Background: an optimization exercise with open tools, aiming at small area, a short achievable clock period and few clock cycles. Do not read the settings as production practice.
In this exercise RTL edits were held to simulation tests only and were not proved equivalent to the original.
Power figures rest on the tool's default switching activity, not on a simulated workload.

--- flow/design.v ---
module alu (
    input  logic [31:0] a_i,
    input  logic [31:0] b_i,          
    input  logic [4:0]  shamt_i,      
    input  logic [2:0]  f3_i,         
    input  logic        sub_i,        
    input  logic        sra_i,        
    input  logic        cmp_signed_i,
    output logic [31:0] sum_o,        
    output logic [31:0] res_o,
    output logic        eq_o,         
    output logic        lt_o
);
    logic [32:0] aext, bext, sum33;
    assign aext  = {cmp_signed_i & a_i[31], a_i};
    assign bext  = {~cmp_signed_i | b_i[31], b_i};
    assign sum33 = aext + bext + {32'd0, sub_i};
    assign sum_o = sum33[31:0];
    assign lt_o  = sum33[32];
    assign eq_o  = &(a_i ^ b_i);
    logic [31:0] sh_in, sh_out, a_rev, sh_rev;
    logic        left;
    assign left = ~f3_i[2];
    always_comb
        for (int i = 0; i < 32; i++) begin
            a_rev[i]  = a_i[31-i];
            sh_rev[i] = sh_out[31-i];
        end
    assign sh_in = left ? a_rev : a_i;
    logic signed [32:0] sh_ext;
    assign sh_ext = $signed({sra_i & f3_i[2] & a_i[31], sh_in}) >>> shamt_i;
    assign sh_out = sh_ext[31:0];
    always_comb
        case (f3_i)
            3'b000:  res_o = sum_o;
            3'b001:  res_o = sh_rev;
            3'b010,
            3'b011:  res_o = {31'd0, lt_o};
            3'b100:  res_o = a_i ^ b_i;
            3'b101:  res_o = sh_out;
            3'b110:  res_o = a_i | b_i;
            default: res_o = a_i & b_i;
        endcase
endmodule
module reg_file (
    input  logic        clk_i,
    input  logic [4:0]  ad1_i, ad2_i, ad3_i,
    input  logic        we3_i,
    input  logic [31:0] wd3_i,
    output logic [31:0] rd1_o, rd2_o
);
    logic [31:0] regs [1:31];
    always_ff @(posedge clk_i)
        if (we3_i) regs[ad3_i] <= wd3_i;
    logic [31:1] s1, s2;
    always_comb begin
        rd1_o = '0; rd2_o = '0;
        for (int i = 1; i < 32; i++) begin
            s1[i] = (ad1_i == i); s2[i] = (ad2_i == i);
            rd1_o = rd1_o | ({32{s1[i]}} & regs[i]);
            rd2_o = rd2_o | ({32{s2[i]}} & regs[i]);
        end
    end
endmodule
module top #(
    parameter ADDR_WIDTH = 5,
              DATA_WIDTH = 32
)(
    input  logic                  clk,
    input  logic                  rst,
    output logic [DATA_WIDTH-1:0] imem_addr_o,
    input  logic [DATA_WIDTH-1:0] imem_data_i,
    output logic [DATA_WIDTH-1:0] dmem_addr_o,
    output logic [DATA_WIDTH-1:0] dmem_wdata_o,
    output logic                  dmem_we_o,
    input  logic [DATA_WIDTH-1:0] dmem_rdata_i
);
    logic [11:2] pc_f;
    logic [31:0] instr_d;
    logic [11:2] pc_d;
    logic        valid_d, fused_d;
    logic [31:0] a_e, b_e, t_e;
    logic [4:0]  rd_e, shamt_e;
    logic [2:0]  f3_e;
    logic        we_e, load_e, store_e, br_e, jalr_e, pred_e;
    logic        sub_e, sra_e, cmps_e, selt_e;
    logic [31:0] res_m, sd_m;
    logic [4:0]  rd_m;
    logic        we_m, load_m, store_m;
    logic [31:0] wd_w;
    logic [4:0]  rd_w;
    logic        we_w;
    logic [6:0] op_d;
    logic [4:0] rd_d, rs1_d, rs2_d;
    logic [2:0] f3_d;
    assign op_d  = instr_d[6:0];
    assign rd_d  = instr_d[11:7];
    assign f3_d  = instr_d[14:12];
    assign rs1_d = instr_d[19:15];
    assign rs2_d = instr_d[24:20];
    logic is_lui, is_auipc, is_jal, is_jalr, is_br, is_load, is_store, is_opimm, is_op;
    assign is_br    =  op_d[6] & ~op_d[2];
    assign is_jalr  =  op_d[6] &  op_d[2] & ~op_d[3];
    assign is_jal   =  op_d[6] &  op_d[3];
    assign is_lui   = ~op_d[6] &  op_d[2] &  op_d[5];
    assign is_auipc = ~op_d[6] &  op_d[2] & ~op_d[5];
    assign is_op    = ~op_d[6] & ~op_d[2] &  op_d[4] &  op_d[5];
    assign is_opimm = ~op_d[6] & ~op_d[2] &  op_d[4] & ~op_d[5];
    assign is_store = ~op_d[6] & ~op_d[2] & ~op_d[4] &  op_d[5];
    assign is_load  = ~op_d[6] & ~op_d[2] & ~op_d[4] & ~op_d[5];
    logic uses1_d, uses2_d, we_d;
    assign uses1_d = ~(is_lui | is_auipc | is_jal);
    assign uses2_d = is_op | is_br | is_store;
    assign we_d    = ~(is_br | is_store) & (rd_d != 5'd0);
    logic [31:0] imm_i, imm_s, imm_b, imm_u, imm_j;
    assign imm_i = {{20{instr_d[31]}}, instr_d[31:20]};
    assign imm_s = {{20{instr_d[31]}}, instr_d[31:25], instr_d[11:7]};
    assign imm_b = {{20{instr_d[31]}}, instr_d[7], instr_d[30:25], instr_d[11:8], 1'b0};
    assign imm_u = {instr_d[31:12], 12'b0};
    assign imm_j = {{12{instr_d[31]}}, instr_d[19:12], instr_d[20], instr_d[30:21], 1'b0};
    logic [11:2] pc_imm;
    logic [12:2] pc_4;
    assign pc_imm  = pc_d + imm_b[11:2];
    assign pc_4    = {1'b0, pc_d} + 11'd1;
    logic [31:0] rf1, rf2;
    reg_file regfile (
        .clk_i (clk),
        .ad1_i (rs1_d),
        .ad2_i (rs2_d),
        .ad3_i (rd_w),
        .we3_i (we_w),
        .wd3_i (wd_w),
        .rd1_o (rf1),
        .rd2_o (rf2)
    );
    logic [31:0] ex_res, mem_val;
    logic        e1, m1, w1, e2, m2, w2;
    assign e1 = we_e & (rs1_d == rd_e);
    assign m1 = we_m & (rs1_d == rd_m);
    assign w1 = we_w & (rs1_d == rd_w);
    assign e2 = we_e & (rs2_d == rd_e);
    assign m2 = we_m & (rs2_d == rd_m);
    assign w2 = we_w & (rs2_d == rd_w);
    logic [31:0] old1, old2, src1, src2;
    assign old1 = m1 ? mem_val : (w1 ? wd_w : rf1);
    assign old2 = m2 ? mem_val : (w2 ? wd_w : rf2);
    assign src1 = e1 ? ex_res : old1;
    assign src2 = e2 ? ex_res : old2;
    logic sub_d;
    assign sub_d = is_br | ((is_op | is_opimm) & f3_d[2:1] == 2'b01) |
                   (is_op & f3_d == 3'b000 & instr_d[30]);
    logic back_d, stall, ex_redirect;
    logic [11:2] ex_target;
    assign back_d      = is_br & instr_d[31];
    assign stall       = valid_d & load_e &
                         ((uses1_d & rs1_d == rd_e) | (uses2_d & rs2_d == rd_e));
    assign imem_addr_o = {20'd0, pc_f, 2'b00};
    logic [31:0] iw;
    logic        if_jal, if_fuse, if_redirect;
    logic [11:2] if_target, fuse_target;
    assign iw          = imem_data_i;
    assign if_jal      = iw[6] & iw[3];
    assign if_redirect = if_jal | (iw[6] & ~iw[2] & iw[31]);
    assign if_target   = pc_f + (if_jal ? {iw[20], iw[30:22]} : {iw[7], iw[30:25], iw[11:9]});
    assign if_fuse     = valid_d & is_auipc & (rd_d != 5'd0) &
                         iw[6] & iw[2] & ~iw[3] & (iw[19:15] == rd_d);
    assign fuse_target = pc_d + iw[31:22];
    always_ff @(posedge clk, posedge rst)
        if (rst) begin
            pc_f    <= 10'd0;
            valid_d <= 1'b0;
        end else begin
            if (ex_redirect)      pc_f <= ex_target;
            else if (stall)       pc_f <= pc_d;
            else if (if_fuse)     pc_f <= fuse_target;
            else if (if_redirect) pc_f <= if_target;
            else                  pc_f <= pc_f + 10'd1;
            valid_d <= ~(ex_redirect | stall);
        end
    always_ff @(posedge clk) begin
        instr_d <= imem_data_i;
        pc_d    <= pc_f;
        fused_d <= if_fuse;
    end
    logic issue;
    assign issue = valid_d & ~stall & ~ex_redirect;
    always_ff @(posedge clk, posedge rst)
        if (rst) begin
            we_e    <= 1'b0;
            load_e  <= 1'b0;
            store_e <= 1'b0;
            br_e    <= 1'b0;
            jalr_e  <= 1'b0;
        end else begin
            we_e    <= issue & we_d;
            load_e  <= issue & is_load & (rd_d != 5'd0);
            store_e <= issue & is_store;
            br_e    <= issue & is_br;
            jalr_e  <= issue & is_jalr & ~fused_d;
        end
    always_ff @(posedge clk) begin
        rd_e   <= rd_d;
        pred_e <= instr_d[31];
        a_e    <= src1;
        b_e    <= {32{sub_d}} ^ ((is_op | is_br) ? src2 : (is_store ? imm_s : imm_i));
        if (is_store)                       t_e <= src2;
        else if (is_lui)                    t_e <= imm_u;
        else if (is_auipc)                  t_e <= {imm_u[31:12], pc_d, 2'b00};
        else if (is_jal | is_jalr | back_d) t_e <= {19'd0, pc_4, 2'b00};
        else                                t_e <= {20'd0, pc_imm, 2'b00};
        f3_e   <= (is_op | is_opimm | is_br) ? f3_d : 3'b000;
        sub_e  <= sub_d;
        shamt_e <= is_op ? src2[4:0] : instr_d[24:20];
        sra_e  <= instr_d[30];
        cmps_e <= is_br ? ~f3_d[1] : ~f3_d[0];
        selt_e <= is_lui | is_auipc | is_jal | is_jalr;
    end
    logic [31:0] sum, alu_res;
    logic eq, lt, taken;
    alu alu (
        .a_i          (a_e),
        .b_i          (b_e),
        .shamt_i      (shamt_e),
        .f3_i         (f3_e),
        .sub_i        (sub_e),
        .sra_i        (sra_e),
        .cmp_signed_i (cmps_e),
        .sum_o        (sum),
        .res_o        (alu_res),
        .eq_o         (eq),
        .lt_o         (lt)
    );
    assign ex_res      = selt_e ? t_e : alu_res;
    assign taken       = f3_e[0] ^ (f3_e[2] ? lt : eq);
    assign ex_redirect = jalr_e | (br_e & (taken ^ pred_e));
    assign ex_target   = jalr_e ? sum[11:2] : t_e[11:2];
    always_ff @(posedge clk, posedge rst)
        if (rst) begin
            we_m    <= 1'b0;
            store_m <= 1'b0;
        end else begin
            we_m    <= we_e;
            store_m <= store_e;
        end
    always_ff @(posedge clk) begin
        res_m  <= ex_res;
        sd_m   <= t_e;
        rd_m   <= rd_e;
        load_m <= load_e;
    end
    assign dmem_addr_o  = res_m;
    assign dmem_wdata_o = sd_m;
    assign dmem_we_o    = store_m;
    assign mem_val      = load_m ? dmem_rdata_i : res_m;
    always_ff @(posedge clk, posedge rst)
        if (rst) we_w <= 1'b0;
        else     we_w <= we_m;
    always_ff @(posedge clk) begin
        wd_w <= mem_val;
        rd_w <= rd_m;
    end
endmodule
--- flow/flow/run.sh ---
#!/bin/bash
set -e
export SETUP_SLACK_MARGIN=8
bash standard.sh > standard.log 2>&1
--- flow/standard.sh ---
#!/bin/bash
# synth_recipe.tcl (not shown) runs the flow's synth.tcl, then flattens the netlist and writes it again
# the make line also repeats each setting of config.mk as NAME=value (left out here)
make -C /OpenROAD-flow-scripts/flow DESIGN_CONFIG=/design/flow/config.mk WORK_HOME=/design/flow/orfs CLKGATE_MAP_FILE= SYNTH_SCRIPT=/design/flow/synth_recipe.tcl "${@:-finish}"
--- flow/config.mk ---
export PLATFORM = sky130hd
export DESIGN_NAME = top
export DESIGN_NICKNAME = top
export VERILOG_FILES = /design/flow/design.v
export SDC_FILE = /design/flow/constraint.sdc
export NUM_CORES = 4
export LEC_CHECK = 0
export CAP_MARGIN = 20
export CORE_MARGIN = 2
export CORE_UTILIZATION = 40
export SLEW_MARGIN = 20
--- flow/constraint.sdc ---
create_clock -name core_clock -period 12.0 [get_ports {clk}]
set_input_delay 2.4000 -clock core_clock [delete_from_list [all_inputs] [get_ports {clk}]]
set_output_delay 2.4000 -clock core_clock [all_outputs]
set_load 0.01 [all_outputs]
==> results of run 1 <==
-- routing by layer --
layer	global-route usage, %	vias up	wire length (um)
met3	16.9	1737	53000
met1	45.7	26200	102000
li1	-	20700	-
met5	1.54	-	673
met4	27.1	40	29300
met2	54.3	5838	126000
-- sequential cells by signal (all words and copies together), names as in the netlist, 30 cells and up --
| signal | flops |
|---|---|
| res_m | 32 |
| instr_d | 30 |
| sd_m | 32 |
| t_e | 32 |
| a_e | 32 |
| regfile.regs | 992 |
| wd_w | 32 |
| b_e | 32 |
-- power groups by stage --
| stage | clock [mW] | combinational, mW | sequential [mW] |
|---|---|---|---|
| after CTS | 4.37 | 2.49 | 5.75 |
| after detailed placement | 0 | 2.44 | 5.84 |
| after global routing | 4.55 | 2.80 | 5.81 |
| after global placement | 0 | 2.44 | 5.83 |
| after floorplan | 0 | 1.43 | 5.63 |
| final | 4.39 | 2.69 | 5.79 |
-- Yosys cell counts (95+ instances only) --
library cell  number  area, um^2
edfxtp_1         992       29800
a22oi_1          848        6370
nand2_1          397        1490
clkbuf_1         315        1180
nor2_1           295        1110
dfxtp_1          262        5250
a21oi_1          194         971
o21ai_0          169         846
nand3_1          168         841
inv_1            123         462
nor3_1            98         490
nand4_1           95         594
-- logic make-up (layout without fill, tap and decap cells) --
logic type,count (synthesis),after routing
compound gates,1631,1631
simple gates,1330,1333
flops,1273,1273
buf+inv,546,742
mux,220,220
xor+xnor,109,109
fa+ha+maj,97,97
other cells,1,27
-- worst paths after layout --
kind                                       to  slack [ps]
min in group asynchronous  pc_f[10]$_DFF_PP0_        2050
setup / recovery            pc_f[8]$_DFF_PP0_        7880
max in group asynchronous   pc_f[5]$_DFF_PP0_        9390
setup reg to reg               a_e[1]$_DFF_P_        7900
hold / removal               sd_m[15]$_DFF_P_         360
hold reg to reg              sd_m[15]$_DFF_P_         360
-- area by class of cell --
class	count	area, um^2	share of cell area (%)
well taps	2030	2540	3.55
diodes	5	12.5	0.0175
multi-input cells	3412	25000	34.9
clock inverters	69	842	1.18
inverters	126	484	0.677
clock buffers	180	3720	5.20
flip-flops and latches	1273	35600	49.7
repair inverters	1	5.00	0.00699
repair buffers	366	3430	4.79
-- what timing repair did --
item,4_1_cts,5_1_grt
buffers inserted,39,22
resized for setup,273,116
gates cloned,3,4
pin swaps,39,30
setup endpoints to repair,218,71
==> run summary, run 1 <==
RSZ-0062 raised after global routing yes; register area share after synthesis 57.9%; peak supply drop 157 uV; area delta synth->final 16.7%; WHS 358 ps; WP data required 12720 ps; placed insts 7139; H-tree Lvls 4; CP max FO 3; yosys warns 3; CTS tree done; die height 395 um; clock network power share 34.1%; final wirelength 311000 um; max-slew violations 0; Sw Pwr 4.12 mW; Setup Slack @ Placement 6320 ps; Post-Synth XOR/XNOR Area 1.56%; Crit. End Element flop; Gate power share 20.9%; Tmin final 4120 ps; clock skew 52.0 ps; simple-gate share of the synthesized area 10.4%; first-pass GRT wire length 414000 um; Sw Share 32.0%; Worst path top cell family by delay compound AO/OA/AOI/OAI gates; Num CTS Buffers 135; fmax 243 MHz; period utilisation layout 34.3%; post-synthesis compound-gate area fraction 19.1%; worst setup path start imem_data_i[31]; total track usage 38.1%; Clock Path Buffers 3; actual slew at the worst max-slew pin 1240 ps; Crit-path slowest cell fa_2; most common cell after layout, fill and taps aside edfxtp_1; most used flip-flop cell after synthesis edfxtp_1; fin area 71600 um^2; Fin Setup TNS 0 ps; Vias/cell 7.30; Skew-Pair Late Insertion Delay 800 ps; mux cell area share after synthesis 5.33%; placer congestion estimate 1.00; critical path depth in cells 17; Final setup viols 0; #FFs+latches synth 1273; Hold-fix buffers, CTS 0; fin worst setup slack 7880 ps; Overall Power 12.9 mW; share of layout cells above drive strength 1 15.8%; # fillers 13.8k; CP Data Arrival Time 4840 ps; Async SR Flop Fraction 1.49%; Worst Hold Launch t_e[15]$_DFF_P_; r2r worst-path depth 11; maximum number of pins on one net before global-route repair 65; CP max stage delay 370 ps; r2r startpoint instr_d[19]$_DFF_P_; status finished clean; # DRC 0; Mapped Cells 5207; startpoint types input port; hold path cells 0; max-cap violations 0; WP buf/inv 2; Initial Util 40.3%; sequential power share 45.0%; synth unique cells 91; clk sink count 1273; Port Buffers 138; drt pass-1 iters 14; # IOs 163; Pint 8.76 mW; Post-synth EDFFs 992; Initial DRC Count 12.3k; Wirelength per Cell 41.7 um; DP Wirelength 176000 um; Worst Hold Class flop to flop; clk slew on worst S/H paths 60 ps; initial antenna violation count 20; Root Driver clkbuf_16; Util after Layout 47.1%; most frequent cells in the layout edfxtp_1, a22oi_1, nand2_1, nor2_1, dfxtp_1; mean post-synth cell area 11.8 um^2; Die Wd 395 um; relative slew slack 16.5%; Via Count 54.5k; nets 5478; die area 156000 um^2; hold violation total from the final report 0; total gr overflow 0; num rows 143; CP Cell Sequence buf_12, nor2b_4, nor3b_2, o21ai_1, ha_2, inv_2, fa_2, nor2b_2, o21ai_2, a21oi_2, o21a_1, nor2_1, xnor2_1, nand2_1, a31oi_2, mux2i_1, a21oi_1; Core Area 152000 um^2; Final ANT Viol Nets 0; vias in the first global route 50.2k; Area after DPL 65300 um^2; count of non-filler cells in the finished layout 7462; largest family of logic cells by synthesized area compound AO/OA/AOI/OAI gates; mapped cell area 61300 um^2; synthesized-area fraction occupied by adder cells 2.04%; CP Class input port to flop; Leak Pwr 25.5 nW; PD cells 180 nW/um^2
Testbench counts, summed over its fixed seeds: cycles 26,771.
==> inputs of run 2 (changes only) <==
--- a/flow/design.v
+++ b/flow/design.v
@@ -1,11 +1,13 @@
 module alu (
     input  logic [31:0] a_i,
     input  logic [31:0] b_i,          
+    input  logic [31:0] t_i,          
     input  logic [4:0]  shamt_i,      
-    input  logic [2:0]  f3_i,         
     input  logic        sub_i,        
-    input  logic        sra_i,        
+    input  logic        shl_i,        
+    input  logic        fill_i,       
     input  logic        cmp_signed_i,
+    input  logic [7:0]  sel_i,        
     output logic [31:0] sum_o,        
     output logic [31:0] res_o,
     output logic        eq_o,         
@@ -19,28 +21,23 @@
     assign lt_o  = sum33[32];
     assign eq_o  = &(a_i ^ b_i);
     logic [31:0] sh_in, sh_out, a_rev, sh_rev;
-    logic        left;
-    assign left = ~f3_i[2];
     always_comb
         for (int i = 0; i < 32; i++) begin
             a_rev[i]  = a_i[31-i];
             sh_rev[i] = sh_out[31-i];
         end
-    assign sh_in = left ? a_rev : a_i;
+    assign sh_in = shl_i ? a_rev : a_i;
     logic signed [32:0] sh_ext;
-    assign sh_ext = $signed({sra_i & f3_i[2] & a_i[31], sh_in}) >>> shamt_i;
+    assign sh_ext = $signed({fill_i & a_i[31], sh_in}) >>> shamt_i;
     assign sh_out = sh_ext[31:0];
-    always_comb
-        case (f3_i)
-            3'b000:  res_o = sum_o;
-            3'b001:  res_o = sh_rev;
-            3'b010,
-            3'b011:  res_o = {31'd0, lt_o};
-            3'b100:  res_o = a_i ^ b_i;
-            3'b101:  res_o = sh_out;
-            3'b110:  res_o = a_i | b_i;
-            default: res_o = a_i & b_i;
-        endcase
+    assign res_o = ({32{sel_i[0]}} & sum_o)
+                 | ({32{sel_i[1]}} & sh_rev)
+                 | {31'd0, sel_i[2] & lt_o}
+                 | ({32{sel_i[3]}} & (a_i ^ b_i))
+                 | ({32{sel_i[4]}} & sh_out)
+                 | ({32{sel_i[5]}} & (a_i | b_i))
+                 | ({32{sel_i[6]}} & (a_i & b_i))
+                 | ({32{sel_i[7]}} & t_i);
 endmodule
 module reg_file (
     input  logic        clk_i,
@@ -83,13 +80,11 @@
     logic [4:0]  rd_e, shamt_e;
     logic [2:0]  f3_e;
     logic        we_e, load_e, store_e, br_e, jalr_e, pred_e;
-    logic        sub_e, sra_e, cmps_e, selt_e;
+    logic        sub_e, shl_e, fill_e, cmps_e;
+    logic [7:0]  sel_e;
     logic [31:0] res_m, sd_m;
     logic [4:0]  rd_m;
     logic        we_m, load_m, store_m;
-    logic [31:0] wd_w;
-    logic [4:0]  rd_w;
-    logic        we_w;
     logic [6:0] op_d;
     logic [4:0] rd_d, rs1_d, rs2_d;
     logic [2:0] f3_d;
@@ -127,23 +122,21 @@
         .clk_i (clk),
         .ad1_i (rs1_d),
         .ad2_i (rs2_d),
-        .ad3_i (rd_w),
-        .we3_i (we_w),
-        .wd3_i (wd_w),
+        .ad3_i (rd_m),
+        .we3_i (we_m),
+        .wd3_i (mem_val),
         .rd1_o (rf1),
         .rd2_o (rf2)
     );
     logic [31:0] ex_res, mem_val;
-    logic        e1, m1, w1, e2, m2, w2;
+    logic        e1, m1, e2, m2;
     assign e1 = we_e & (rs1_d == rd_e);
     assign m1 = we_m & (rs1_d == rd_m);
-    assign w1 = we_w & (rs1_d == rd_w);
     assign e2 = we_e & (rs2_d == rd_e);
     assign m2 = we_m & (rs2_d == rd_m);
-    assign w2 = we_w & (rs2_d == rd_w);
     logic [31:0] old1, old2, src1, src2;
-    assign old1 = m1 ? mem_val : (w1 ? wd_w : rf1);
-    assign old2 = m2 ? mem_val : (w2 ? wd_w : rf2);
+    assign old1 = m1 ? mem_val : rf1;
+    assign old2 = m2 ? mem_val : rf2;
     assign src1 = e1 ? ex_res : old1;
     assign src2 = e2 ? ex_res : old2;
     logic sub_d;
@@ -157,11 +150,12 @@
     assign imem_addr_o = {20'd0, pc_f, 2'b00};
     logic [31:0] iw;
     logic        if_jal, if_fuse, if_redirect;
-    logic [11:2] if_target, fuse_target;
+    logic [11:2] jal_target, br_target, fuse_target;
     assign iw          = imem_data_i;
     assign if_jal      = iw[6] & iw[3];
     assign if_redirect = if_jal | (iw[6] & ~iw[2] & iw[31]);
-    assign if_target   = pc_f + (if_jal ? {iw[20], iw[30:22]} : {iw[7], iw[30:25], iw[11:9]});
+    assign jal_target  = pc_f + {iw[20], iw[30:22]};
+    assign br_target   = pc_f + {iw[7], iw[30:25], iw[11:9]};
     assign if_fuse     = valid_d & is_auipc & (rd_d != 5'd0) &
                          iw[6] & iw[2] & ~iw[3] & (iw[19:15] == rd_d);
     assign fuse_target = pc_d + iw[31:22];
@@ -173,7 +167,7 @@
             if (ex_redirect)      pc_f <= ex_target;
             else if (stall)       pc_f <= pc_d;
             else if (if_fuse)     pc_f <= fuse_target;
-            else if (if_redirect) pc_f <= if_target;
+            else if (if_redirect) pc_f <= if_jal ? jal_target : br_target;
             else                  pc_f <= pc_f + 10'd1;
             valid_d <= ~(ex_redirect | stall);
         end
@@ -208,12 +202,20 @@
         else if (is_auipc)                  t_e <= {imm_u[31:12], pc_d, 2'b00};
         else if (is_jal | is_jalr | back_d) t_e <= {19'd0, pc_4, 2'b00};
         else                                t_e <= {20'd0, pc_imm, 2'b00};
-        f3_e   <= (is_op | is_opimm | is_br) ? f3_d : 3'b000;
+        f3_e   <= f3_d;
         sub_e  <= sub_d;
         shamt_e <= is_op ? src2[4:0] : instr_d[24:20];
-        sra_e  <= instr_d[30];
+        shl_e  <= f3_d == 3'b001;
+        fill_e <= instr_d[30] & f3_d == 3'b101;
         cmps_e <= is_br ? ~f3_d[1] : ~f3_d[0];
-        selt_e <= is_lui | is_auipc | is_jal | is_jalr;
+        sel_e  <= {is_lui | is_auipc | is_jal | is_jalr,
+                   (is_op | is_opimm) & f3_d == 3'b111,
+                   (is_op | is_opimm) & f3_d == 3'b110,
+                   (is_op | is_opimm) & f3_d == 3'b101,
+                   (is_op | is_opimm) & f3_d == 3'b100,
+                   (is_op | is_opimm) & f3_d[2:1] == 2'b01,
+                   (is_op | is_opimm) & f3_d == 3'b001,
+                   ((is_op | is_opimm) & f3_d == 3'b000) | is_load | is_store};
     end
     logic [31:0] sum, alu_res;
     logic eq, lt, taken;
@@ -221,16 +223,18 @@
         .a_i          (a_e),
         .b_i          (b_e),
         .shamt_i      (shamt_e),
-        .f3_i         (f3_e),
+        .t_i          (t_e),
         .sub_i        (sub_e),
-        .sra_i        (sra_e),
+        .shl_i        (shl_e),
+        .fill_i       (fill_e),
         .cmp_signed_i (cmps_e),
+        .sel_i        (sel_e),
         .sum_o        (sum),
         .res_o        (alu_res),
         .eq_o         (eq),
         .lt_o         (lt)
     );
-    assign ex_res      = selt_e ? t_e : alu_res;
+    assign ex_res      = alu_res;
     assign taken       = f3_e[0] ^ (f3_e[2] ? lt : eq);
     assign ex_redirect = jalr_e | (br_e & (taken ^ pred_e));
     assign ex_target   = jalr_e ? sum[11:2] : t_e[11:2];
@@ -252,11 +256,4 @@
     assign dmem_wdata_o = sd_m;
     assign dmem_we_o    = store_m;
     assign mem_val      = load_m ? dmem_rdata_i : res_m;
-    always_ff @(posedge clk, posedge rst)
-        if (rst) we_w <= 1'b0;
-        else     we_w <= we_m;
-    always_ff @(posedge clk) begin
-        wd_w <= mem_val;
-        rd_w <= rd_m;
-    end
 endmodule
==> flow/flow/run.sh (replaced) <==
#!/bin/bash
set -e
export SETUP_SLACK_MARGIN=8.4
bash standard.sh > standard.log 2>&1
--- a/flow/config.mk
+++ b/flow/config.mk
@@ -7,5 +7,5 @@
 export LEC_CHECK = 0
 export CAP_MARGIN = 20
 export CORE_MARGIN = 2
-export CORE_UTILIZATION = 40
+export CORE_UTILIZATION = 45
 export SLEW_MARGIN = 20
==> run summary, run 2 <==
status finished clean; max-cap violations 0 (unchanged); Final setup viols 0 (unchanged); share of layout cells above drive strength 1 20.5% (+4.7 points); WHS 353 ps (-4.95 ps); area delta synth->final 18.6%; total gr overflow 0 (unchanged); mapped cell area 60100 um^2 (-2.0%); WP data required 12710 ps (about the same); Skew-Pair Late Insertion Delay 810 ps (about the same); leading area contributor after synthesis edfxtp_1; Synth area leaders edfxtp_1, a22oi_1, dfxtp_1; relative slew slack 19.0% (+2.5 points); #FFs+latches synth 1242 (-2.4%); Initial Util 45.2% (+4.9 points); most used flip-flop cell after synthesis edfxtp_1; most frequent cells in the layout edfxtp_1, a22oi_1, nand2_1, buf_4, nor2_1; Crit-path slowest cell fa_1; met2 wire length 124000 um (-1.3%); Async SR Flop Fraction 1.45% (-0.043 points); Sw Share 32.4% (+0.41 points); Sw Pwr 4.14 mW (+0.68%); clk slew on worst S/H paths 60 ps (about the same); clock skew 34.1 ps (-18.0 ps); met1 wire length 101000 um (-1.2%); vias in the first global route 49.5k (-1.4%); Overall Power 12.8 mW (-0.59%); Hold-fix buffers, CTS 0 (unchanged); register area share after synthesis 58.1% (+0.17 points); startpoint types input port; peak supply drop 128 uV (-19%); Root Driver clkbuf_16; met3 wire length 54900 um (+3.6%); # fillers 11.2k (-19%); Worst Hold Class flop to flop; period utilisation layout 34.8% (+0.50 points); Die Wd 369 um (-6.6%); Wirelength per Cell 43.0 um (+3.2%); Clock Path Buffers 3 (unchanged); number of flip-flops in the largest register 992 (unchanged); num rows 134 (-6.3%); final wirelength 309000 um (-0.75%); nets 5443 (-0.64%); CP Cell Sequence clkdlybuf4s15_2, ha_1, inv_1, fa_1, nor2b_1, o21ai_0, a21oi_1, nor3_1, o21a_1, xnor2_1, nand2_1, a311o_1, a31oi_1; Via Count 54.8k (+0.50%); yosys warns 3 (unchanged); max-slew violations 0 (unchanged); Leak Pwr 25.5 nW (+0.14%); post-synth top area share 49.6% (+1.0 points); DP Wirelength 166000 um (-5.9%); total track usage 43.0% (+4.8 points); CP max FO 3 (unchanged); clock network power share 32.6% (-1.5 points); placer congestion estimate 0.988 (-1.6%); Core Area 133000 um^2 (-13%); CTS tree done; Fin Setup TNS 0 ps (unchanged); Num CTS Buffers 134 (-0.74%); fmax 239 MHz (-1.4%); Synth top cells by count edfxtp_1, a22oi_1, nand2_1; count leader, synth edfxtp_1; die height 369 um (-6.6%); CP Data Arrival Time 4880 ps (+40 ps); Biggest register regfile.regs; PD cells 180 nW/um^2 (-0.11%); # IOs 163 (unchanged); Post-synth EDFFs 992 (unchanged); clk sink count 1242 (-2.4%); Crit. End Element flop; Initial DRC Count 12.8k (+4.2%); most common cell after layout, fill and taps aside edfxtp_1; Mapped Cells 5064 (-2.7%); Gate power share 24.6% (+3.7 points); drt pass-1 iters 15 (+1); CP Class input port to flop; Tmin final 4180 ps (+59.7 ps); Vias/cell 7.63 (+4.5%); WP buf/inv 2 (unchanged); first-pass GRT wire length 404000 um (-2.4%); Area after DPL 64000 um^2 (-2.1%); initial antenna violation count 21 (+5.0%); top sig layer met5; H-tree Lvls 4 (unchanged); hold violation total from the final report 0 (unchanged); CP max stage delay 400 ps (+30 ps); mean post-synth cell area 11.9 um^2 (+0.72%); sequential power share 42.7% (-2.3 points); die area 136000 um^2 (-13%); synth unique cells 101 (+11%); fin area 71200 um^2 (-0.48%); # DRC 0 (unchanged); actual slew at the worst max-slew pin 1220 ps (-24.2 ps); Worst path top cell family by delay compound AO/OA/AOI/OAI gates; Port Buffers 138 (unchanged); maximum number of pins on one net before global-route repair 66 (+1.5%); Final ANT Viol Nets 0 (unchanged); RSZ-0062 raised after global routing yes; Pint 8.66 mW (-1.2%)
-- run 2: cell count changes after synthesis, sizes merged, moves of 23 or more --
| cell | previous run | this run |
|---|---|---|
| and3 | 67 | 106 |
| o21ai | 178 | 137 |
| nand2 | 397 | 465 |
| clkbuf | 315 | 288 |
| nand4 | 95 | 68 |
| a21oi | 196 | 136 |
| nor3 | 99 | 74 |
| a22oi | 848 | 789 |
| dfxtp | 262 | 232 |
| and2 | 54 | 18 |
| a22o | 33 | 56 |
-- run 2: layout make-up --
type	count	area [um^2]	share of cell area, %
inverters	133	510	0.717
clock inverters	68	707	0.992
repair inverters	1	7.51	0.0105
repair buffers	440	3850	5.40
well taps	1768	2210	3.11
flip-flops and latches	1242	35100	49.2
multi-input cells	3328	25200	35.3
clock buffers	176	3660	5.13
diodes	21	52.6	0.0738
-- run 2: cell families (layout without fill, tap and decap cells) --
family / count (synthesis) / count (layout) / synth area share [%]
AOI/OAI and AO/OA: 1547 / 1547 / 19.0
and+or+nand+nor: 1351 / 1355 / 10.6
other: 1 / 43 / 0.00624
muxes: 205 / 216 / 5.17
adders and majority gates: 97 / 97 / 2.08
xor gates and xnor gates: 91 / 91 / 1.33
DFF: 1242 / 1242 / 58.1
buffers and inverters: 530 / 818 / 3.65
-- run 2: worst register-to-register path, stage by stage, from the launching register on --
cell and delay, ps:
dfxtp_2 560, or3b_2 630, nor2_4 510, buf_6 540, a22o_1 270, a221oi_1 60
and3_1 250, a31oi_2 580, nor2_1 100, a21oi_1 140
-- run 2: per-layer routing --
metal	vias up	track usage [%]
met5	-	0.249
met4	26	28.8
met3	1795	19.2
met2	6142	61.2
met1	26300	52.2
li1	20500	-
-- run 2: worst paths after layout --
check	from	end	slack, ps	cells past startpoint
hold reg to reg	store_e$_DFF_PP0_	store_m$_DFF_PP0_	350	0
max in group asynchronous	rst	pc_f[3]$_DFF_PP0_	9440	2
hold / removal	store_e$_DFF_PP0_	store_m$_DFF_PP0_	350	0
setup / recovery	imem_data_i[22]	pc_f[10]$_DFF_PP0_	7820	13
min in group asynchronous	rst	pc_f[7]$_DFF_PP0_	2040	2
setup reg to reg	instr_d[17]$_DFF_P_	a_e[21]$_DFF_P_	8290	9
-- run 2: timing repair --
item / 4_1_cts / 5_1_grt
gates cloned: 6 / 13
endpoints found under the setup margin: 221 / 176
resized for setup: 648 / 169
buffers inserted: 86 / 57
endpoints found under the hold margin: 0 / 0
pin swaps: 74 / 43
-- run 2: stage by stage --
step                utilization (%)  std cells  setup slack [ps]
floorplan                         -       5085              7400
global placement               48.1       6750              6340
CTS                            52.6       7086              7940
global route                   53.5       7157              7700
detailed placement             48.1       6750              6380
finish                         53.6       7177              7820
-- run 2: power groups by stage --
stage	registers, mW	clock network (mW)	logic [mW]
2_1_floorplan	5.38	0	1.53
3_3_place_gp	5.53	0	2.53
3_5_place_dp	5.53	0	2.55
4_1_cts	5.45	4.17	2.75
5_1_grt	5.47	4.34	3.26
6_report	5.47	4.18	3.15
Testbench counts of run 2, summed over its fixed seeds: cycles 26,771.
==> inputs of run 3 (changes only) <==
--- a/flow/design.v
+++ b/flow/design.v
@@ -144,31 +144,42 @@
                    (is_op & f3_d == 3'b000 & instr_d[30]);
     logic back_d, stall, ex_redirect;
     logic [11:2] ex_target;
-    assign back_d      = is_br & instr_d[31];
+    assign back_d      = is_br & (instr_d[31] | f3_d == 3'b001);    
     assign stall       = valid_d & load_e &
                          ((uses1_d & rs1_d == rd_e) | (uses2_d & rs2_d == rd_e));
     assign imem_addr_o = {20'd0, pc_f, 2'b00};
     logic [31:0] iw;
-    logic        if_jal, if_fuse, if_redirect;
+    logic        if_jal, if_br, if_fuse;
     logic [11:2] jal_target, br_target, fuse_target;
     assign iw          = imem_data_i;
     assign if_jal      = iw[6] & iw[3];
-    assign if_redirect = if_jal | (iw[6] & ~iw[2] & iw[31]);
+    assign if_br       = iw[6] & ~iw[2] & (iw[31] | iw[14:12] == 3'b001);
     assign jal_target  = pc_f + {iw[20], iw[30:22]};
     assign br_target   = pc_f + {iw[7], iw[30:25], iw[11:9]};
     assign if_fuse     = valid_d & is_auipc & (rd_d != 5'd0) &
                          iw[6] & iw[2] & ~iw[3] & (iw[19:15] == rd_d);
     assign fuse_target = pc_d + iw[31:22];
+    logic        s_ex, s_st, s_keep, s_fu, s_j, s_b, s_inc;
+    logic [11:2] pc_next;
+    assign s_ex   = ex_redirect;
+    assign s_st   = ~ex_redirect & stall;
+    assign s_keep = ~ex_redirect & ~stall;
+    assign s_fu   = s_keep & if_fuse;
+    assign s_j    = s_keep & if_jal;
+    assign s_b    = s_keep & if_br;
+    assign s_inc  = s_keep & ~if_fuse & ~if_jal & ~if_br;
+    assign pc_next = ({10{s_ex}}  & ex_target)
+                   | ({10{s_st}}  & pc_d)
+                   | ({10{s_fu}}  & fuse_target)
+                   | ({10{s_j}}   & jal_target)
+                   | ({10{s_b}}   & br_target)
+                   | ({10{s_inc}} & (pc_f + 10'd1));
     always_ff @(posedge clk, posedge rst)
         if (rst) begin
             pc_f    <= 10'd0;
             valid_d <= 1'b0;
         end else begin
-            if (ex_redirect)      pc_f <= ex_target;
-            else if (stall)       pc_f <= pc_d;
-            else if (if_fuse)     pc_f <= fuse_target;
-            else if (if_redirect) pc_f <= if_jal ? jal_target : br_target;
-            else                  pc_f <= pc_f + 10'd1;
+            pc_f    <= pc_next;
             valid_d <= ~(ex_redirect | stall);
         end
     always_ff @(posedge clk) begin
@@ -194,7 +205,7 @@
         end
     always_ff @(posedge clk) begin
         rd_e   <= rd_d;
-        pred_e <= instr_d[31];
+        pred_e <= back_d;
         a_e    <= src1;
         b_e    <= {32{sub_d}} ^ ((is_op | is_br) ? src2 : (is_store ? imm_s : imm_i));
         if (is_store)                       t_e <= src2;
==> run summary, run 3 <==
max-slew violations 0 (unchanged); #FFs+latches synth 1242 (unchanged); Port Buffers 138 (unchanged); Gate power share 24.1% (-0.5 points); max-cap violations 0 (unchanged); clock skew 30.1 ps (-3.93 ps); nets 5120 (-5.9%); most used flip-flop cell after synthesis edfxtp_1; r2r worst-path depth 11 (+2); Fin Setup TNS 0 ps (unchanged); Sw Pwr 3.94 mW (-4.9%); CTS tree done; most frequent cells in the layout edfxtp_1, a22oi_1, nand2_1, buf_4, nor2_1; Synth top cells by count edfxtp_1, a22oi_1, clkbuf_1; number of flip-flops in the largest register 992 (unchanged); Skew-Pair Late Insertion Delay 780 ps (-30 ps); WP data required 12630 ps (-80 ps); Wirelength per Cell 43.6 um (+1.3%); Die Wd 364 um (-1.5%); die height 364 um (-1.5%); mapped cell area 58200 um^2 (-3.0%); PD cells 182 nW/um^2 (+1.0%); register area share after synthesis 59.9% (+1.8 points); first-pass GRT wire length 390000 um (-3.3%); initial antenna violation count 16 (-24%); synthesized-area fraction occupied by adder cells 2.27% (+0.19 points); Pint 8.70 mW (+0.56%); total gr overflow 0 (unchanged); CP max stage delay 560 ps (+160 ps); clk slew on worst S/H paths 60 ps (about the same); Final setup viols 0 (unchanged); Root Driver clkbuf_16; Num CTS Buffers 130 (-3.0%); vias in the first global route 47.5k (-4.0%); peak supply drop 117 uV (-8.0%); largest family of logic cells by synthesized area compound AO/OA/AOI/OAI gates; Overall Power 12.6 mW (-1.2%); CP Class flop to flop; die area 132000 um^2 (-3.0%); Post-synth EDFFs 992 (unchanged); most common cell after layout, fill and taps aside edfxtp_1; sequential power share 43.0% (+0.3 points); Final ANT Viol Nets 0 (unchanged); # IOs 163 (unchanged); simple-gate share of the synthesized area 8.25% (-2.4 points); yosys warns 3 (unchanged); num rows 131 (-2.2%); total track usage 43.1% (+0.18 points); mean post-synth cell area 12.3 um^2 (+3.9%); fmax 261 MHz (+8.9%); Initial DRC Count 11.4k (-11%); share of layout cells above drive strength 1 21.5% (+0.94 points); synth unique cells 80 (-21%); Worst Hold Class flop to flop; leading area contributor after synthesis edfxtp_1; Tmin final 3830 ps (-343 ps); status finished clean; Post-Synth XOR/XNOR Area 1.76% (+0.43 points); CP Data Arrival Time 4460 ps (-420 ps); Core Area 128000 um^2 (-3.7%); maximum number of pins on one net before global-route repair 59 (-11%); Mapped Cells 4727 (-6.7%); H-tree Lvls 4 (unchanged); actual slew at the worst max-slew pin 1190 ps (-21.4 ps); hold path cells 0 (unchanged); drt pass-1 iters 12 (-3); Clock Path Buffers 3 (unchanged); startpoint types flop; DP Wirelength 162000 um (-2.2%); clk sink count 1242 (unchanged); Leak Pwr 24.4 nW (-4.1%); Synth area leaders edfxtp_1, a22oi_1, dfxtp_1; Async SR Flop Fraction 1.45% (unchanged); period utilisation layout 31.9% (-2.9 points); Crit-path slowest cell ha_1; area delta synth->final 19.7%; placer congestion estimate 0.985 (-0.31%); Via Count 51.8k (-5.4%); clock network power share 32.9% (+0.3 points); Biggest register regfile.regs; RSZ-0062 raised after global routing yes; post-synth top area share 51.2% (+1.6 points); post-synthesis compound-gate area fraction 19.8% (+0.80 points); count leader, synth edfxtp_1; Sw Share 31.2% (-1.2 points); mux cell area share after synthesis 4.53% (-0.64 points); Vias/cell 7.64 (about the same); final wirelength 296000 um (-4.2%); Initial Util 45.5% (+0.31 points); # DRC 0 (unchanged); CP Cell Sequence inv_1, ha_1, nand2_1, o21a_1, a31oi_4, buf_12, o2111ai_4, a211o_4, and4b_4, a222oi_1, nand4_1; CP max FO 8 (+5); Crit. End Element flop; relative slew slack 20.4% (+1.4 points); hold violation total from the final report 0 (unchanged)
## run 3: cell families (layout without fill, tap and decap cells)
kind of cell | Yosys count | in the layout
AO/OA/AOI/OAI | 1561 | 1561
flip-flops | 1242 | 1242
AND/OR/NAND/NOR | 1017 | 1018
adder cells (fa/ha/maj) | 102 | 102
buffers and inverters | 492 | 786
XOR/XNOR | 117 | 117
multiplexers | 195 | 201
other | 1 | 33
## run 3: metal layers
| metal | up-vias | track usage [%] | wire length (um) |
|---|---|---|---|
| met1 | 24900 | 51.0 | 94500 |
| li1 | 19400 | - | - |
| met4 | 27 | 31.3 | 28400 |
| met3 | 1756 | 19.5 | 51200 |
| met2 | 5684 | 62.0 | 121000 |
| met5 | - | 0.871 | 464 |
## run 3: stage by stage
step           worst slack, ps  utilization, %  area, um^2  hold slack [ps]  cells
6_report                  8170            54.4       69700              365   6789
4_1_cts                   8190            53.5       68400              361   6717
5_1_grt                   8200            54.4       69600              365   6778
3_5_place_dp              6640            48.6       62300              336   6398
2_1_floorplan             7750               -       58400              331   4748
3_3_place_gp              6660            48.6       62300              361   6398
## run 3: cell type report
cell class	count	area, um^2
repair buffers	431	4020
clock buffers	170	3650
fillers	10600	58300
multi-input cells	3021	23600
inverters	126	473
well taps	1729	2160
flip-flops and latches	1242	35100
diodes	11	27.5
clock inverters	59	654
## run 3: worst paths after layout
path / startpoint / endpoint / slack (ps)
worst min-delay path: t_e[14]$_DFF_P_ / sd_m[14]$_DFF_P_ / 360
worst max register to register: a_e[13]$_DFF_P_ / pc_f[2]$_DFF_PP0_ / 8170
worst min register to register: t_e[14]$_DFF_P_ / sd_m[14]$_DFF_P_ / 360
max in group asynchronous: rst / pc_f[11]$_DFF_PP0_ / 9310
min in group asynchronous: rst / store_m$_DFF_PP0_ / 2100
worst max-delay path: a_e[13]$_DFF_P_ / pc_f[2]$_DFF_PP0_ / 8170
## run 3: critical path: cells and delay by family (launching register included)
kind                     cells  cell delay (ps)
AND/OR/NAND/NOR              3              670
buffers and inverters        2              250
adder cells (fa/ha/maj)      1              560
flip-flops                   1              530
AO/OA/AOI/OAI                5             1660
## run 3: what timing repair did
item / 4_1_cts / 5_1_grt
setup endpoints to repair: 213 / 151
gates cloned: 6 / 7
gates resized for setup: 701 / 188
pin swaps: 73 / 84
buffers inserted: 84 / 54
hold buffers: 0 / 0
## run 3: power by group through the flow
| stage | clock network, mW | registers (mW) | logic, mW |
|---|---|---|---|
| 3_5_place_dp | 0 | 5.52 | 2.45 |
| 4_1_cts | 4.15 | 5.42 | 2.73 |
| 2_1_floorplan | 0 | 5.40 | 1.47 |
| 3_3_place_gp | 0 | 5.52 | 2.44 |
| 6_report | 4.16 | 5.44 | 3.05 |
| 5_1_grt | 4.32 | 5.45 | 3.17 |
Testbench counts of run 3, summed over its fixed seeds: cycles 26,215.
==> inputs of run 4 (changes only) <==
==> flow/flow/run.sh (replaced) <==
#!/bin/bash
set -e
export SETUP_SLACK_MARGIN=8.3
export CTS_ARGS="-sink_clustering_enable -repair_clock_nets -dont_use_dummy_load -sink_clustering_size 20 -sink_clustering_max_diameter 60 -buf_list sky130_fd_sc_hd__clkbuf_16"
bash standard.sh > standard.log 2>&1
==> run summary, run 4 <==
status finished clean; number of flip-flops in the largest register 992 (unchanged); DP Wirelength 163000 um (+0.61%); Port Buffers 138 (unchanged); placer congestion estimate 1.02 (+3.3%); share of layout cells above drive strength 1 18.2% (-3.3 points); # DRC 0 (unchanged); area delta synth->final 15.3%; first-pass GRT wire length 386000 um (-1.2%); Tmin final 3920 ps (+91.3 ps); fmax 255 MHz (-2.3%); met2 wire length 119000 um (-1.8%); Initial Util 45.5% (unchanged); clock skew 81.1 ps (+51.0 ps); relative slew slack 19.3% (-1.1 points); H-tree Lvls 3 (-1); max-slew violations 0 (unchanged); WP buf/inv 1 (-1); register area share after synthesis 59.9% (unchanged); Storage cell area 35000 um^2 (-0.16%); mapped cell area 58200 um^2 (unchanged); leading area contributor after synthesis edfxtp_1; r2r startpoint a_e[16]$_DFF_P_; Synth top cells by count edfxtp_1, a22oi_1, clkbuf_1; CP Data Arrival Time 1520 ps (-2940 ps); Leak Pwr 23.3 nW (-4.8%); hold path cells 0 (unchanged); drt pass-1 iters 12 (unchanged); Final ANT Viol Nets 0 (unchanged); initial antenna violation count 13 (-3); area taken by multi-input logic gates 23400 um^2 (-0.82%); Initial DRC Count 11.5k (+0.78%); Vias/cell 7.69 (+0.70%); nets 5066 (-1.1%); most used flip-flop cell after synthesis edfxtp_1; clk slew on worst S/H paths 80 ps (+20 ps); Async SR Flop Fraction 1.45% (unchanged); Synth area leaders edfxtp_1, a22oi_1, dfxtp_1; total gr overflow 0 (unchanged); yosys warns 3 (unchanged); mean post-synth cell area 12.3 um^2 (unchanged); startpoint types flop; Hold-fix buffers, CTS 0 (unchanged); r2r worst-path depth 11 (unchanged); Worst R2R End pc_f[2]$_DFF_PP0_; maximum number of pins on one net before global-route repair 62 (+5.1%); placed insts 6397 (-0.016%); CP Cell Sequence clkdlybuf4s15_2; CP Class flop to primary output; met1 wire length 94500 um (about the same); vias in the first global route 46.8k (-1.5%); # fillers 10.9k (+2.5%); Worst Hold Launch store_e$_DFF_PP0_; Final setup viols 0 (unchanged); hold violation total from the final report 0 (unchanged); period utilisation layout 32.7% (+0.76 points); # IOs 163 (unchanged); Worst Hold Class flop to flop; Wirelength per Cell 43.8 um (+0.52%); die height 364 um (unchanged); peak supply drop 92.8 uV (-21%); Crit. End Element primary output; clk sink count 1242 (unchanged); count of non-filler cells in the finished layout 6638 (-2.2%); Crit-path slowest cell dfxtp_2; top sig layer met5; CP max FO 3 (-5); Biggest register regfile.regs; actual slew at the worst max-slew pin 1210 ps (+13.7 ps); #FFs+latches synth 1242 (unchanged); CTS tree done; die area 132000 um^2 (unchanged); post-synth top area share 51.2% (unchanged); synth unique cells 80 (unchanged); reg-to-reg slack, setup 8120 ps (-50 ps); Post-synth EDFFs 992 (unchanged); num rows 131 (unchanged); count leader, synth edfxtp_1; most frequent cells in the layout edfxtp_1, a22oi_1, nand2_1, buf_4, dfxtp_1; Hold EP store_m$_DFF_PP0_; Mapped Cells 4727 (unchanged); PD cells 168 nW/um^2 (-7.4%); final wirelength 291000 um (-1.7%); Via Count 51.0k (-1.5%); WP data required 9600 ps (-3030 ps); Core Area 128000 um^2 (unchanged); CP max stage delay 560 ps (about the same); RSZ-0062 raised after global routing yes; Clock Path Buffers 3 (unchanged); Root Driver clkbuf_16; Num CTS Buffers 101 (-22%); Skew-Pair Late Insertion Delay 740 ps (-40 ps); most common cell after layout, fill and taps aside edfxtp_1; Worst path top cell family by delay flip-flops; met3 wire length 49400 um (-3.4%); max-cap violations 0 (unchanged); Die Wd 364 um (unchanged); Fin Setup TNS 0 ps (unchanged); total track usage 42.5% (-0.59 points)
[run 4: report_power, final]
group / internal (mW) / switching (mW) / total, mW
Clock: 1.47 / 1.49 / 2.96
Sequential: 5.15 / 0.274 / 5.42
Combinational: 1.04 / 1.87 / 2.91
[run 4: how the worst max path moves through the flow]
stage	end	depth (start not counted)	slack, ps	start
after floorplan	pc_f[10]$_DFF_PP0_	13	7750	imem_data_i[9]
after global placement	b_e[3]$_DFF_P_	9	6900	dmem_rdata_i[3]
after detailed placement	b_e[3]$_DFF_P_	9	6910	dmem_rdata_i[3]
after CTS	b_e[3]$_DFF_P_	9	8110	dmem_rdata_i[3]
after global routing	dmem_addr_o[3]	1	8110	res_m[3]$_DFF_P_
final	dmem_addr_o[3]	1	8080	res_m[3]$_DFF_P_
[run 4: metal layers]
layer  vias to the layer above  GRT usage [%]
met1                     24600           50.7
met5                         -           1.23
met3                      1641           18.6
met2                      5609           61.6
met4                        16           29.8
li1                      19200              -
[run 4: area by class of cell]
type / instances / share of cell area, %
Sequential cell: 1242 / 52.2
Antenna cell: 13 / 0.0485
Timing Repair Buffer: 409 / 5.21
Tap cell: 1729 / 3.22
Multi-Input combinational cell: 3018 / 34.8
Inverter: 126 / 0.705
Clock buffer: 101 / 3.77
[run 4: logic make-up (layout without fill, tap and decap cells)]
logic type / after synthesis / count (layout) / synth area share (%)
AO/OA/AOI/OAI: 1561 / 1561 / 19.8
XOR/XNOR: 117 / 117 / 1.76
flip-flops: 1242 / 1242 / 59.9
multiplexers: 195 / 199 / 4.53
buffers and inverters: 492 / 636 / 3.44
adder cells (fa/ha/maj): 102 / 102 / 2.27
other: 1 / 35 / 0.00644
AND/OR/NAND/NOR: 1017 / 1017 / 8.25
[run 4: metrics by stage]
stage | util (%) | hold slack (ps) | setup WS [ps] | cell area, um^2 | total power [mW]
6_report | 52.4 | 356 | 8080 | 67100 | 11.3
5_1_grt | 52.4 | 362 | 8110 | 67100 | 11.6
4_1_cts | 51.7 | 357 | 8110 | 66200 | 11.0
3_5_place_dp | 48.6 | 344 | 6910 | 62200 | 7.96
3_3_place_gp | 48.6 | 345 | 6900 | 62200 | 7.95
2_1_floorplan | - | 331 | 7750 | 58400 | 6.86
[run 4: repair_timing]
action	CTS	global route
resized for setup	447	187
pin swaps	66	64
gates cloned	3	4
buffers inserted	78	42
endpoints found under the setup margin	210	111
==> inputs of run 5 (changes only) <==
==> flow/flow/run.sh (replaced) <==
#!/bin/bash
set -e
export SETUP_SLACK_MARGIN=8.2
export CTS_ARGS="-sink_clustering_enable -repair_clock_nets -dont_use_dummy_load -sink_clustering_size 20 -sink_clustering_max_diameter 60 -buf_list sky130_fd_sc_hd__clkbuf_16"
bash standard.sh > standard.log 2>&1
==> run summary, run 5 <==
cell mode on critical path buf_4; register area share after synthesis 59.9% (unchanged); relative slew slack 20.4% (+1.2 points); Mapped Cells 4727 (unchanged); clock network power share 26.8% (+0.6 points); Final setup viols 0 (unchanged); reg-to-reg slack, setup 8070 ps (-50 ps); maximum number of pins on one net before global-route repair 66 (+6.5%); hold violation total from the final report 0 (unchanged); Synth top cells by count edfxtp_1, a22oi_1, clkbuf_1; # DRC 0 (unchanged); count leader, synth edfxtp_1; hold path cells 0 (unchanged); Fin Setup TNS 0 ps (unchanged); CTS tree done; area delta synth->final 14.5%; most frequent cells in the layout edfxtp_1, a22oi_1, nand2_1, buf_4, dfxtp_1; final wirelength 288000 um (-0.94%); vias in the first global route 46.8k (-0.18%); H-tree Lvls 3 (unchanged); Worst Hold Launch t_e[23]$_DFF_P_; Leak Pwr 23.2 nW (-0.46%); DP Wirelength 163000 um (-0.27%); Hold-fix buffers, CTS 0 (unchanged); leading area contributor after synthesis edfxtp_1; Core Area 128000 um^2 (unchanged); CP Class flop to flop; Sw Pwr 3.60 mW (-0.85%); peak supply drop 112 uV (+21%); Worst R2R End b_e[14]$_DFF_P_; Gate power share 25.2% (-0.6 points); Sw Share 32.0% (-0.19 points); # IOs 163 (unchanged); fmax 255 MHz (about the same); total gr overflow 0 (unchanged); actual slew at the worst max-slew pin 1190 ps (-14.8 ps); initial antenna violation count 20 (+7); Num CTS Buffers 104 (+3.0%); total track usage 42.2% (-0.32 points); PD cells 169 nW/um^2 (+0.38%); max-cap violations 0 (unchanged); placed insts 6398 (+0.016%); first-pass GRT wire length 383000 um (-0.77%); nets 5033 (-0.65%); Wirelength per Cell 43.5 um (-0.58%); Clock Path Buffers 3 (unchanged); #FFs+latches synth 1242 (unchanged); num rows 131 (unchanged); fin worst setup slack 8070 ps (-0.610 ps); Final ANT Viol Nets 0 (unchanged); WHS 357 ps (+0.951 ps); Via Count 50.6k (-0.79%); share of layout cells above drive strength 1 15.9% (-2.3 points); Tmin final 3930 ps (+0.610 ps); Setup Slack @ Placement 6690 ps (-228 ps); CP max stage delay 540 ps (-20 ps); yosys warns 3 (unchanged); WP data required 12520 ps (+2920 ps); sequential power share 48.0% (about the same); count of non-filler cells in the finished layout 6614 (-0.36%); die area 132000 um^2 (unchanged); Pint 7.66 mW (about the same); CP max FO 18 (+15); Port Buffers 138 (unchanged); fin area 66700 um^2 (-0.65%); Root Driver clkbuf_16; mapped cell area 58200 um^2 (unchanged); drt pass-1 iters 12 (unchanged); most common cell after layout, fill and taps aside edfxtp_1; Synth area leaders edfxtp_1, a22oi_1, dfxtp_1; clk slew on worst S/H paths 60 ps (-20 ps); r2r worst-path depth 13 (+2); Area after DPL 62200 um^2 (about the same); Initial DRC Count 11.3k (-1.5%); post-synth top area share 51.2% (unchanged); most used flip-flop cell after synthesis edfxtp_1; CP Cell Sequence buf_4, or3_1, nor2_4, buf_4, buf_4, a222oi_1, nand3_1, nor2_1, nand3_1, o211ai_1, o21ai_1, o21ai_1, xnor2_1; Worst Hold Class flop to flop; mean post-synth cell area 12.3 um^2 (unchanged); Async SR Flop Fraction 1.45% (unchanged); CP Data Arrival Time 4450 ps (+2930 ps); Initial Util 45.5% (unchanged); Vias/cell 7.66 (-0.43%); Crit. End Element flop; Crit-path slowest cell or3_1; Die Wd 364 um (unchanged); r2r startpoint instr_d[23]$_DFF_P_; Biggest register regfile.regs; period utilisation layout 32.7% (about the same); startpoint types flop; clk sink count 1242 (unchanged); RSZ-0062 raised after global routing yes; Hold EP sd_m[23]$_DFF_P_; placer congestion estimate 0.992 (-2.5%); Skew-Pair Late Insertion Delay 740 ps (about the same); die height 364 um (unchanged); synth unique cells 80 (unchanged); Post-synth EDFFs 992 (unchanged); max-slew violations 0 (unchanged); clock skew 98.6 ps (+17.4 ps); number of flip-flops in the largest register 992 (unchanged); status finished clean
==> run 5: changes by cell type in the layout (fill, tap and decap cells not counted), sizes merged <==
cell           change
bufbuf             -1
dlymetal6s2s       -1
diode              +9
mux2               -2
clkbuf             -8
dlygate4sd2       +47
clkdlybuf4s15     -13
buf               -56
clkdlybuf4s50      +1
==> run 5: worst max path at each step <==
stage                     cells after the start            endpoint                start
after CTS                                    14   pc_f[2]$_DFF_PP0_       a_e[0]$_DFF_P_
after global routing                         16   pc_f[4]$_DFF_PP0_       a_e[0]$_DFF_P_
after floorplan                              13  pc_f[10]$_DFF_PP0_       imem_data_i[9]
final                                        13     b_e[14]$_DFF_P_  instr_d[23]$_DFF_P_
after detailed placement                     13     t_e[31]$_DFF_P_      a_e[10]$_DFF_P_
after global placement                       13     t_e[31]$_DFF_P_       a_e[6]$_DFF_P_
==> run 5: kinds of logic (layout without fill, tap and decap cells) <==
family	Yosys count	after routing	share of synthesized area [%]
XOR/XNOR	117	117	1.76
other	1	44	0.00644
AO/OA/AOI/OAI	1561	1561	19.8
buffers and inverters	492	605	3.44
adder cells (fa/ha/maj)	102	102	2.27
AND/OR/NAND/NOR	1017	1017	8.25
multiplexers	195	197	4.53
flip-flops	1242	1242	59.9
==> run 5: per-layer routing <==
layer  global-route usage, %  vias up  part of all wire, %
met2                    60.4     5466                   41
met4                    30.7       20                  9.2
li1                        -    19200                    -
met5                    1.92        -                 0.18
met3                    18.6     1614                   17
met1                    50.3    24400                   32
==> run 5: layout make-up <==
type | instances | area (um^2)
antenna | 22 | 55.1
clock buffer | 104 | 2600
fill | 10900 | 61300
inverter | 126 | 473
multi-input combinational | 3016 | 23100
sequential | 1242 | 35000
tap | 1729 | 2160
timing repair buffer | 375 | 3240
==> run 5: power by group through the flow <==
stage                     registers (mW)  clock network, mW  logic, mW
after floorplan                     5.39                  0       1.47
after global placement              5.51                  0       2.43
after detailed placement            5.50                  0       2.44
after CTS                           5.40               3.00       2.61
after global routing                5.41               3.16       2.96
final                               5.40               3.02       2.84
==> run 5: through the flow <==
stage / util [%] / power (mW)
2_1_floorplan: - / 6.86
3_3_place_gp: 48.6 / 7.94
3_5_place_dp: 48.6 / 7.95
4_1_cts: 51.5 / 11.0
5_1_grt: 52.1 / 11.5
6_report: 52.1 / 11.3
==> run 5: critical path: cells and delay by family (launching register included) <==
family | cells | cell delay [ps]
AOI/OAI and AO/OA | 4 | 890
and+or+nand+nor | 5 | 1110
buffers and inverters | 3 | 1240
DFF | 1 | 290
xor gates and xnor gates | 1 | 180
==> run 5: timing repair <==
action,4_1_cts,5_1_grt
pin swaps,46,53
endpoints found under the setup margin,197,63
gates cloned,2,1
buffers inserted,61,24
resized for setup,304,130
endpoints found under the hold margin,0,0
==> inputs of run 6 (changes only) <==
==> flow/flow/run.sh (replaced) <==
#!/bin/bash
set -e
export SETUP_SLACK_MARGIN=8.35
export CTS_ARGS="-sink_clustering_enable -repair_clock_nets -dont_use_dummy_load -sink_clustering_size 20 -sink_clustering_max_diameter 60 -buf_list sky130_fd_sc_hd__clkbuf_16"
bash standard.sh > standard.log 2>&1
--- a/flow/config.mk
+++ b/flow/config.mk
@@ -7,5 +7,5 @@
 export LEC_CHECK = 0
 export CAP_MARGIN = 20
 export CORE_MARGIN = 2
-export CORE_UTILIZATION = 45
+export CORE_UTILIZATION = 50
 export SLEW_MARGIN = 20
==> run summary, run 6 <==
status finished clean; Overall Power 11.5 mW (+2.0%); count of non-filler cells in the finished layout 6462 (-2.3%); Hold EP sd_m[24]$_DFF_P_; register area share after synthesis 59.9% (unchanged); max-cap violations 0 (unchanged); clk sink count 1242 (unchanged); share of layout cells above drive strength 1 19.8% (+3.9 points); RSZ-0062 raised after global routing yes; clk slew on worst S/H paths 60 ps (about the same); H-tree Lvls 3 (unchanged); Initial Util 50.2% (+4.8 points); startpoint types flop; Worst path top cell family by delay flip-flops; Final ANT Viol Nets 0 (unchanged); placed insts 6200 (-3.1%); hold path cells 0 (unchanged); Skew-Pair Late Insertion Delay 760 ps (+20 ps); initial antenna violation count 17 (-15%); reg-to-reg slack, setup 8180 ps (+110 ps); yosys warns 3 (unchanged); vias in the first global route 46.7k (-0.17%); CP Class flop to primary output; Port Buffers 138 (unchanged); max-slew violations 0 (unchanged); CP max FO 3 (-15); num rows 125 (-4.6%); relative slew slack 21.2% (+0.75 points); Synth top cells by count edfxtp_1, a22oi_1, clkbuf_1; WHS 355 ps (-1.79 ps); Vias/cell 7.95 (+3.9%); # IOs 163 (unchanged); Tmin final 3870 ps (-54.4 ps); first-pass GRT wire length 385000 um (+0.72%); # DRC 0 (unchanged); Crit. End Element primary output; WP buf/inv 1 (-2); Wirelength per Cell 45.5 um (+4.6%); peak supply drop 138 uV (+23%); fin area 67600 um^2 (+1.4%); hold violation total from the final report 0 (unchanged); CP Data Arrival Time 1470 ps (-2980 ps); most frequent cells in the layout edfxtp_1, a22oi_1, nand2_1, buf_4, nor2_1; synth unique cells 80 (unchanged); leading area contributor after synthesis edfxtp_1; r2r startpoint instr_d[16]$_DFF_P_; Final setup viols 0 (unchanged); Num CTS Buffers 105 (+0.96%); Crit-path slowest cell dfxtp_2; clock skew 114 ps (+15.0 ps); Initial DRC Count 11.3k (-0.097%); DP Wirelength 162000 um (-0.36%); fmax 258 MHz (+1.4%); CTS tree done; post-synth top area share 51.2% (unchanged); number of flip-flops in the largest register 992 (unchanged); maximum number of pins on one net before global-route repair 66 (unchanged); Clock Path Buffers 3 (unchanged); WP data required 9600 ps (-2920 ps); placer congestion estimate 0.995 (+0.32%); total track usage 46.9% (+4.7 points); Area after DPL 62100 um^2 (-0.22%); PD cells 170 nW/um^2 (+0.67%); mean post-synth cell area 12.3 um^2 (unchanged); mapped cell area 58200 um^2 (unchanged); Leak Pwr 23.6 nW (+2.0%); most used flip-flop cell after synthesis edfxtp_1; die height 345 um (-5.1%); count leader, synth edfxtp_1; Biggest register regfile.regs; Hold-fix buffers, CTS 0 (unchanged); Post-synth EDFFs 992 (unchanged); Synth area leaders edfxtp_1, a22oi_1, dfxtp_1; Core Area 116000 um^2 (-9.5%); total gr overflow 0 (unchanged); Mapped Cells 4727 (unchanged); area delta synth->final 16.1%; #FFs+latches synth 1242 (unchanged); actual slew at the worst max-slew pin 1180 ps (-11.3 ps); Async SR Flop Fraction 1.45% (unchanged); die area 119000 um^2 (-9.9%); Worst Hold Class flop to flop; drt pass-1 iters 10 (-2); CP Cell Sequence clkdlybuf4s15_2; period utilisation layout 32.3% (-0.45 points); Worst Hold Launch t_e[24]$_DFF_P_; Root Driver clkbuf_16; most common cell after layout, fill and taps aside edfxtp_1; Die Wd 345 um (-5.1%); nets 5098 (+1.3%); Worst R2R End a_e[3]$_DFF_P_; Via Count 51.4k (+1.5%); final wirelength 294000 um (+2.2%); Fin Setup TNS 0 ps (unchanged); CP max stage delay 530 ps (about the same); r2r worst-path depth 9 (-4)
==> run 6: changes by cell type in the layout (fill, tap and decap cells not counted), sizes merged <==
cell	before	now
diode	22	10
bufbuf	0	4
clkdlybuf4s50	51	45
dlymetal6s2s	1	5
dlygate4sd2	64	12
mux2	68	75
clkdlybuf4s15	14	16
buf	238	333
clkbuf	111	121
nand3	168	169
==> run 6: what timing repair did <==
action	in CTS	in global routing
gates cloned	6	10
setup buffers	58	73
gates resized for setup	564	199
endpoints found under the setup margin	211	118
pin swaps	64	86
==> run 6: layout make-up <==
type / count / area [um^2]
fillers: 9373 / 48300
multi-input cells: 3024 / 23700
flip-flops and latches: 1242 / 35000
diodes: 10 / 25.0
inverters: 126 / 475
well taps: 1524 / 1910
repair buffers: 431 / 3840
clock buffers: 105 / 2630
==> run 6: stage by stage <==
stage          setup WS [ps]  util, %
3_5_place_dp            6730     53.6
6_report                8130     58.3
2_1_floorplan           7750        -
3_3_place_gp            6650     53.5
5_1_grt                 8130     58.3
4_1_cts                 8190     57.2
==> run 6: power breakdown <==
group,total (mW),internal (mW),leakage (nW),switching (mW)
Clock,3.05,1.53,1.29,1.53
Sequential,5.45,5.15,11.3,0.298
Combinational,2.99,1.08,11.1,1.91
==> run 6: metal layers <==
layer	routed length [um]	GRT usage (%)	share of wire, %
met5	436	0	0.15
met4	27500	31.4	9.3
met3	51000	20.1	17
met2	120000	68.0	41
met1	95100	56.8	32
==> run 6: worst max-delay path by stage <==
stage                     startpoint                  to  slack (ps)  depth (start not counted)
floorplan             imem_data_i[9]  pc_f[10]$_DFF_PP0_        7750                         13
global placement     a_e[27]$_DFF_P_   pc_f[4]$_DFF_PP0_        6650                         13
detailed placement   a_e[11]$_DFF_P_     t_e[31]$_DFF_P_        6730                         13
CTS                  a_e[21]$_DFF_P_   pc_f[2]$_DFF_PP0_        8190                         13
global route          a_e[0]$_DFF_P_     b_e[30]$_DFF_P_        8130                         16
finish              res_m[9]$_DFF_P_      dmem_addr_o[9]        8130                          1
==> run 6: logic make-up (layout without fill, tap and decap cells) <==
logic type / count (synthesis) / count (layout) / share of synthesized area (%)
AO/OA/AOI/OAI: 1561 / 1561 / 19.8
XOR/XNOR: 117 / 117 / 1.76
adder cells (fa/ha/maj): 102 / 102 / 2.27
buffers and inverters: 492 / 662 / 3.44
flip-flops: 1242 / 1242 / 59.9
multiplexers: 195 / 204 / 4.53
other: 1 / 32 / 0.00644
AND/OR/NAND/NOR: 1017 / 1018 / 8.25

[what the ideal ports hide]
The flow's constraints put no driver on any port. The routed layouts listed below were extracted and timed again, unchanged, in two steps. Step 1 (the two cells are an assumption about what drives the block):
set clk [get_ports {clk}]
set_driving_cell -lib_cell sky130_fd_sc_hd__clkbuf_16 $clk
set_driving_cell -lib_cell sky130_fd_sc_hd__buf_2 [delete_from_list [all_inputs] $clk]
Step 2, shift: input delay + t, output delay - t, t = (earliest + latest rising clock arrival at the registers) / 2. This alone moves slack from input paths to output paths. Slacks: ideal / step 1 / step 2; pairs: ideal / step 1.
run | shift t [ns] | slack for setup (ns) | worst register clock-pin slew, ns | cell pins on the clock port's net
run 1 | 0.862 | 7.884 / 7.900 / 7.050 | 0.08 / 0.08 | 1
run 2 | 0.877 | 7.824 / 7.879 / 7.003 | 0.07 / 0.07 | 1
run 3 | 0.843 | 8.167 / 8.167 / 7.502 | 0.07 / 0.07 | 1
run 4 | 0.777 | 8.076 / 8.002 / 7.489 | 0.09 / 0.09 | 1
run 5 | 0.774 | 8.075 / 8.075 / 7.415 | 0.08 / 0.08 | 1
run 6 | 0.782 | 8.129 / 8.048 / 7.429 | 0.09 / 0.09 | 1
After both steps setup and hold are still met in every run listed. For run 1, which loses most, drivers alone change the setup slack by +0.016 ns; drivers and shift together by -0.834 ns.
